Background: an optimization exercise with open tools, aiming at small area, a short achievable clock period and few clock cycles. Do not read the settings as production practice.
Function was checked by simulation only, so behaviour that the tests miss may differ from the original.
Power figures rest on the tool's default switching activity, not on a simulated workload.

==> flow/design.v <==
module CPU(reset, clk, imem_addr, imem_data, dmem_addr, dmem_wdata, dmem_we, dmem_re, dmem_rdata);
  input reset, clk;
  output [31:0] imem_addr;
  input [31:0] imem_data;
  output [31:0] dmem_addr, dmem_wdata;
  output dmem_we, dmem_re;
  input [31:0] dmem_rdata;
  reg [31:0] pc;
  reg [31:0] e_a, e_b, e_x, e_i;
  reg        e_fa, e_fb;
  reg [4:0]  e_dst;
  reg        e_ld, e_st, e_br, e_jr, e_pred;
  reg [1:0]  e_bop;
  reg        e_bi, e_const;
  reg        e_sub, e_uns;
  reg [1:0]  e_lop;
  reg        e_left, e_arith;
  reg        e_rsum, e_rlog, e_rslt, e_rsh, e_rb;
  reg [31:0] m_res, m_sd, m_addr;
  reg [4:0]  m_dst;
  reg        m_ld, m_st;
  reg [31:0] rf [1:31];
  reg [31:1] rv;
  wire [31:0] ins = imem_data;
  wire [5:0] op = ins[31:26];
  wire [5:0] fn = ins[5:0];
  wire [4:0] rs = ins[25:21], rt = ins[20:16], rd = ins[15:11];
  wire rtype  = (op == 6'h00);
  wire r_sh   = rtype & (fn == 6'h00 | fn == 6'h02 | fn == 6'h03);
  wire r_alu  = rtype & (fn[5:4] == 2'b10);
  wire r_jr   = rtype & (fn == 6'h08);
  wire r_jalr = rtype & (fn == 6'h09);
  wire i_alu  = (op[5:3] == 3'b001);
  wire i_lui  = (op == 6'h0f);
  wire i_zx   = (op == 6'h0c) | (op == 6'h0d) | (op == 6'h0e);
  wire f_ld   = (op == 6'h23);
  wire f_st   = (op == 6'h2b);
  wire f_br   = (op[5:2] == 4'b0001);
  wire f_j    = (op[5:1] == 5'b00001);
  wire f_jal  = (op == 6'h03);
  wire f_trap = (op == 6'h3f);
  wire f_jr   = r_jr | r_jalr;
  wire f_link = f_jal | r_jalr | f_trap;
  wire f_imm  = i_alu | f_ld | f_st;
  wire uses_rs = ~(f_j | f_trap | i_lui | r_sh);
  wire uses_rt = rtype | f_st | (op[5:1] == 5'b00010);
  reg [4:0] f_dst;
  always @* begin
    if (r_sh | r_alu) f_dst = rd;
    else if (i_alu | f_ld) f_dst = rt;
    else if (f_jal | r_jalr) f_dst = 5'd31;
    else if (f_trap) f_dst = 5'd26;
    else f_dst = 5'd0;
  end
  wire f_slt  = (rtype & (fn == 6'h2a | fn == 6'h2b)) | (op == 6'h0a) | (op == 6'h0b);
  wire f_uns  = rtype ? fn[0] : op[0];
  wire f_sub  = (rtype & (fn == 6'h22 | fn == 6'h23)) | f_slt;
  wire f_log  = (rtype & (fn[5:2] == 4'b1001)) | i_zx;
  wire [1:0] f_lop = rtype ? fn[1:0] : op[1:0];
  wire f_rb   = i_lui | f_link;
  wire f_rsum = ~(f_slt | f_log | r_sh | f_rb);
  wire [31:0] m_wdata = m_ld ? dmem_rdata : m_res;
  wire [31:0] rvz = {rv, 1'b0};
  reg [31:0] rf_a, rf_b;
  integer k;
  always @* begin
    rf_a = 32'd0;
    rf_b = 32'd0;
    for (k = 1; k < 32; k = k + 1) begin
      rf_a = rf_a | ({32{rvz[k] & (rs == k)}} & rf[k]);
      rf_b = rf_b | ({32{rvz[k] & (rt == k)}} & rf[k]);
    end
  end
  wire mw_rs = (m_dst != 5'd0) && (m_dst == rs);
  wire mw_rt = (m_dst != 5'd0) && (m_dst == rt);
  wire ew_rs = (e_dst != 5'd0) && (e_dst == rs);
  wire ew_rt = (e_dst != 5'd0) && (e_dst == rt);
  wire [31:0] f_a = mw_rs ? m_wdata : rf_a;
  wire [31:0] f_b = mw_rt ? m_wdata : rf_b;
  wire [31:0] pc4 = pc + 32'd4;
  wire [6:0] lo = {1'b0, pc4[7:2]} + {1'b0, ins[5:0]};
  wire [31:0] btarget = {pc4[31:8], lo[5:0], pc4[1:0]};
  wire f_pred = f_br & (ins[15:6] == 10'h3ff) & lo[6];
  wire [31:0] immx = i_lui ? {ins[15:0], 16'd0} : {i_zx ? 16'd0 : {16{ins[15]}}, ins[15:0]};
  wire [31:0] f_i = f_link ? pc4 : (immx ^ {32{op[5:1] == 5'b00101}});
  wire [31:0] a  = e_fa ? m_res : e_a;
  wire [31:0] b  = e_fb ? m_res : e_b;
  wire [31:0] subm = {32{e_sub}};
  wire [31:0] bx = e_bi ? e_i : e_fb ? (m_res ^ subm) : (e_b ^ subm);
  wire [31:0] bi = bx;
  wire [32:0] sum = {1'b0, a} + {1'b0, bx} + {32'd0, e_sub};
  wire lt = e_uns ? ~sum[32] : ((a[31] == bx[31]) ? a[31] : sum[31]);
  reg [31:0] lres;
  always @* begin
    case (e_lop)
      2'd0: lres = a & bi;
      2'd1: lres = a | bi;
      2'd2: lres = a ^ bi;
      default: lres = ~(a | bi);
    endcase
  end
  reg [31:0] sin, shres;
  wire [31:0] srout;
  integer j;
  always @* for (j = 0; j < 32; j = j + 1) sin[j] = e_left ? b[31-j] : b[j];
  wire [63:0] sext = {{32{e_arith & b[31]}}, sin};
  assign srout = sext >> e_i[10:6];
  always @* for (j = 0; j < 32; j = j + 1) shres[j] = e_left ? srout[31-j] : srout[j];
  wire [31:0] res = ({32{e_rsum}} & sum[31:0]) | ({32{e_rlog}} & lres) |
                    ({32{e_rsh}} & shres) | ({32{e_rb}} & bi) | {31'd0, e_rslt & lt};
  wire a_zero = (a == 32'd0);
  reg cond;
  always @* begin
    case (e_bop)
      2'd0: cond = (a == b);
      2'd1: cond = (a != b);
      2'd2: cond = a[31] | a_zero;
      default: cond = ~a[31] & ~a_zero;
    endcase
  end
  wire e_redirect = e_jr | (e_br & (cond != e_pred));
  wire [31:0] e_btarget = e_x + {e_i[29:0], 2'b00};
  wire [31:0] e_target = e_jr ? a : e_pred ? e_x : e_btarget;
  wire stall = e_ld & (e_dst != 5'd0) &
               ((uses_rs & (rs == e_dst)) | (uses_rt & (rt == e_dst)));
  wire kill = e_redirect | stall;
  wire f_jrnow = f_jr & (ew_rs ? e_const : mw_rs);
  wire [31:0] jtarget = ew_rs ? e_i : m_wdata;
  wire f_go   = ~e_redirect & ~stall;
  wire f_tv   = f_trap & ~pc[31];
  wire s_stay = ~e_redirect & stall;
  wire s_jr   = f_go & f_jrnow;
  wire s_j    = f_go & f_j;
  wire s_trap = f_go & f_tv;
  wire s_pred = f_go & f_pred;
  wire s_seq  = f_go & ~(f_jrnow | f_j | f_tv | f_pred);
  wire [31:0] npc = ({32{e_redirect}} & e_target) | ({32{s_stay}} & pc) |
                    ({32{s_jr}} & jtarget) | ({32{s_j}} & {pc4[31:28], ins[25:0], 2'b00}) |
                    ({32{s_trap}} & 32'h80000008) | ({32{s_pred}} & btarget) |
                    ({32{s_seq}} & pc4);
  always @(posedge clk or posedge reset)
    if (reset) pc <= 32'd0;
    else pc <= npc;
  always @(posedge clk or posedge reset)
    if (reset) begin
      e_dst <= 5'd0; e_ld <= 1'b0; e_st <= 1'b0; e_br <= 1'b0; e_jr <= 1'b0;
    end else if (kill) begin
      e_dst <= 5'd0; e_ld <= 1'b0; e_st <= 1'b0; e_br <= 1'b0; e_jr <= 1'b0;
    end else begin
      e_dst <= f_dst; e_ld <= f_ld; e_st <= f_st; e_br <= f_br; e_jr <= f_jr & ~f_jrnow;
    end
  always @(posedge clk) begin
    e_a <= f_a;
    e_b <= f_b;
    e_x <= pc4;
    e_fa <= ew_rs;
    e_fb <= ew_rt;
    e_pred <= f_pred;
    e_bop <= op[1:0];
    e_bi <= f_imm | f_link;
    e_const <= (rs == 5'd0) & ((op == 6'h0d) | (op == 6'h09) | (op == 6'h08)) | i_lui;
    e_i <= f_i;
    e_sub <= f_sub;
    e_uns <= f_uns;
    e_lop <= f_lop;
    e_left <= ~fn[1];
    e_arith <= fn[0];
    e_rsum <= f_rsum;
    e_rlog <= f_log;
    e_rslt <= f_slt;
    e_rsh <= r_sh;
    e_rb <= f_rb;
  end
  always @(posedge clk or posedge reset)
    if (reset) begin
      m_dst <= 5'd0; m_ld <= 1'b0; m_st <= 1'b0;
    end else begin
      m_dst <= e_dst; m_ld <= e_ld; m_st <= e_st;
    end
  always @(posedge clk) begin
    m_res <= res;
    m_sd <= b;
  end
  always @(posedge clk)
    if (e_ld | e_st) m_addr <= res;
  assign dmem_addr = m_addr;
  assign dmem_wdata = m_sd;
  assign dmem_we = m_st;
  assign dmem_re = m_ld;
  assign imem_addr = pc;
  always @(posedge clk or posedge reset)
    if (reset) rv <= 31'd0;
    else if (m_dst != 5'd0) rv[m_dst] <= 1'b1;
  always @(posedge clk)
    if (m_dst != 5'd0) rf[m_dst] <= m_wdata;
endmodule
clock: 11.0 ns
lec_check: 0
cap_margin: 20
cell_pad_in_sites_detail_placement: 2
cell_pad_in_sites_global_placement: 2
core_margin: 2
core_utilization: 40
cts_cluster_diameter: 60
cts_cluster_size: 20
slew_margin: 20
standard.sh (not shown) runs the stock make flow with config.mk's settings and CLKGATE_MAP_FILE= SYNTH_SCRIPT=/design/flow/synth_recipe.tcl, a recipe that flattens the netlist after the stock synthesis.
==> flow/flow/run.sh <==
#!/bin/bash
# The standard layout, with plain buffers (not delay cells) on the ports,
# timing repair aimed below the clock period (worst paths only), and larger
# clock-tree sink clusters. make's output goes to make.log; each ORFS step
# writes its own log under orfs/logs.
set -euo pipefail
bash standard.sh \
  "BUFFER_PORTS_ARGS=-buffer_cell sky130_fd_sc_hd__buf_2" \
  SETUP_SLACK_MARGIN=7.3 \
  TNS_END_PERCENT=5 \
  finish > make.log 2>&1
The first run completed without violations.
Testbench counts at the start, summed over its fixed seeds: cycles 92,959.
Rerun with:
--- a/flow/design.v
+++ b/flow/design.v
@@ -15,9 +15,9 @@
   reg        e_sub, e_uns;
   reg [1:0]  e_lop;
   reg        e_left, e_arith;
   reg        e_rsum, e_rlog, e_rslt, e_rsh, e_rb;
-  reg [31:0] m_res, m_sd, m_addr;
+  reg [31:0] m_res, m_sd;
   reg [4:0]  m_dst;
   reg        m_ld, m_st;
   reg [31:0] rf [1:31];
   reg [31:1] rv;
@@ -180,11 +180,9 @@
   always @(posedge clk) begin
     m_res <= res;
     m_sd <= b;
   end
-  always @(posedge clk)
-    if (e_ld | e_st) m_addr <= res;
-  assign dmem_addr = m_addr;
+  assign dmem_addr = m_res;
   assign dmem_wdata = m_sd;
   assign dmem_we = m_st;
   assign dmem_re = m_ld;
   assign imem_addr = pc;
=> Via count increases by a few percent. Power increases slightly. Flip-flop and latch count decreases by 32. Count of clock-buffer cells in the layout decreases by 5. Setup slack gains 420 ps. Area after synthesis decreases slightly. Wire length increases slightly. Register-to-register slack gains 340 ps.
Testbench counts after the change, summed over its fixed seeds: cycles 92,959.

-- afterwards: timing with drivers on the ports --
In the flow no input, the clock included, has a driving cell. The finished layouts below were timed again as built, in two steps. Step 1 sets driving cells, clkbuf_16 on the clock port and buf_2 on the other inputs (assumed; they add their load-dependent delay and slew). Step 2 moves the port delays by t, midway between the first and last clock arrival at a register: inputs arrive t later, outputs are due t later. That takes back most of the time a late clock gives input paths. Slacks: ideal / step 1 / step 2; pairs: ideal / step 1.
| run | t (ns) | setup WS [ns] | hold slack, ns | latest minus earliest clock arrival (ns) | worst slew at a driven data input, ns |
|---|---|---|---|---|---|
| the first run | 0.903 | 6.456 / 6.255 / 5.351 | 0.394 / 0.394 / 0.394 | 0.073 / 0.073 | 0.33 |
| the second run | 0.908 | 6.871 / 6.829 / 5.993 | 0.349 / 0.349 / 0.349 | 0.085 / 0.085 | 0.14 |
After both steps setup and hold are still met in every run listed. The setup slack of the first run, which loses most, moves by -0.201 ns with the drivers and by -1.105 ns with both steps.
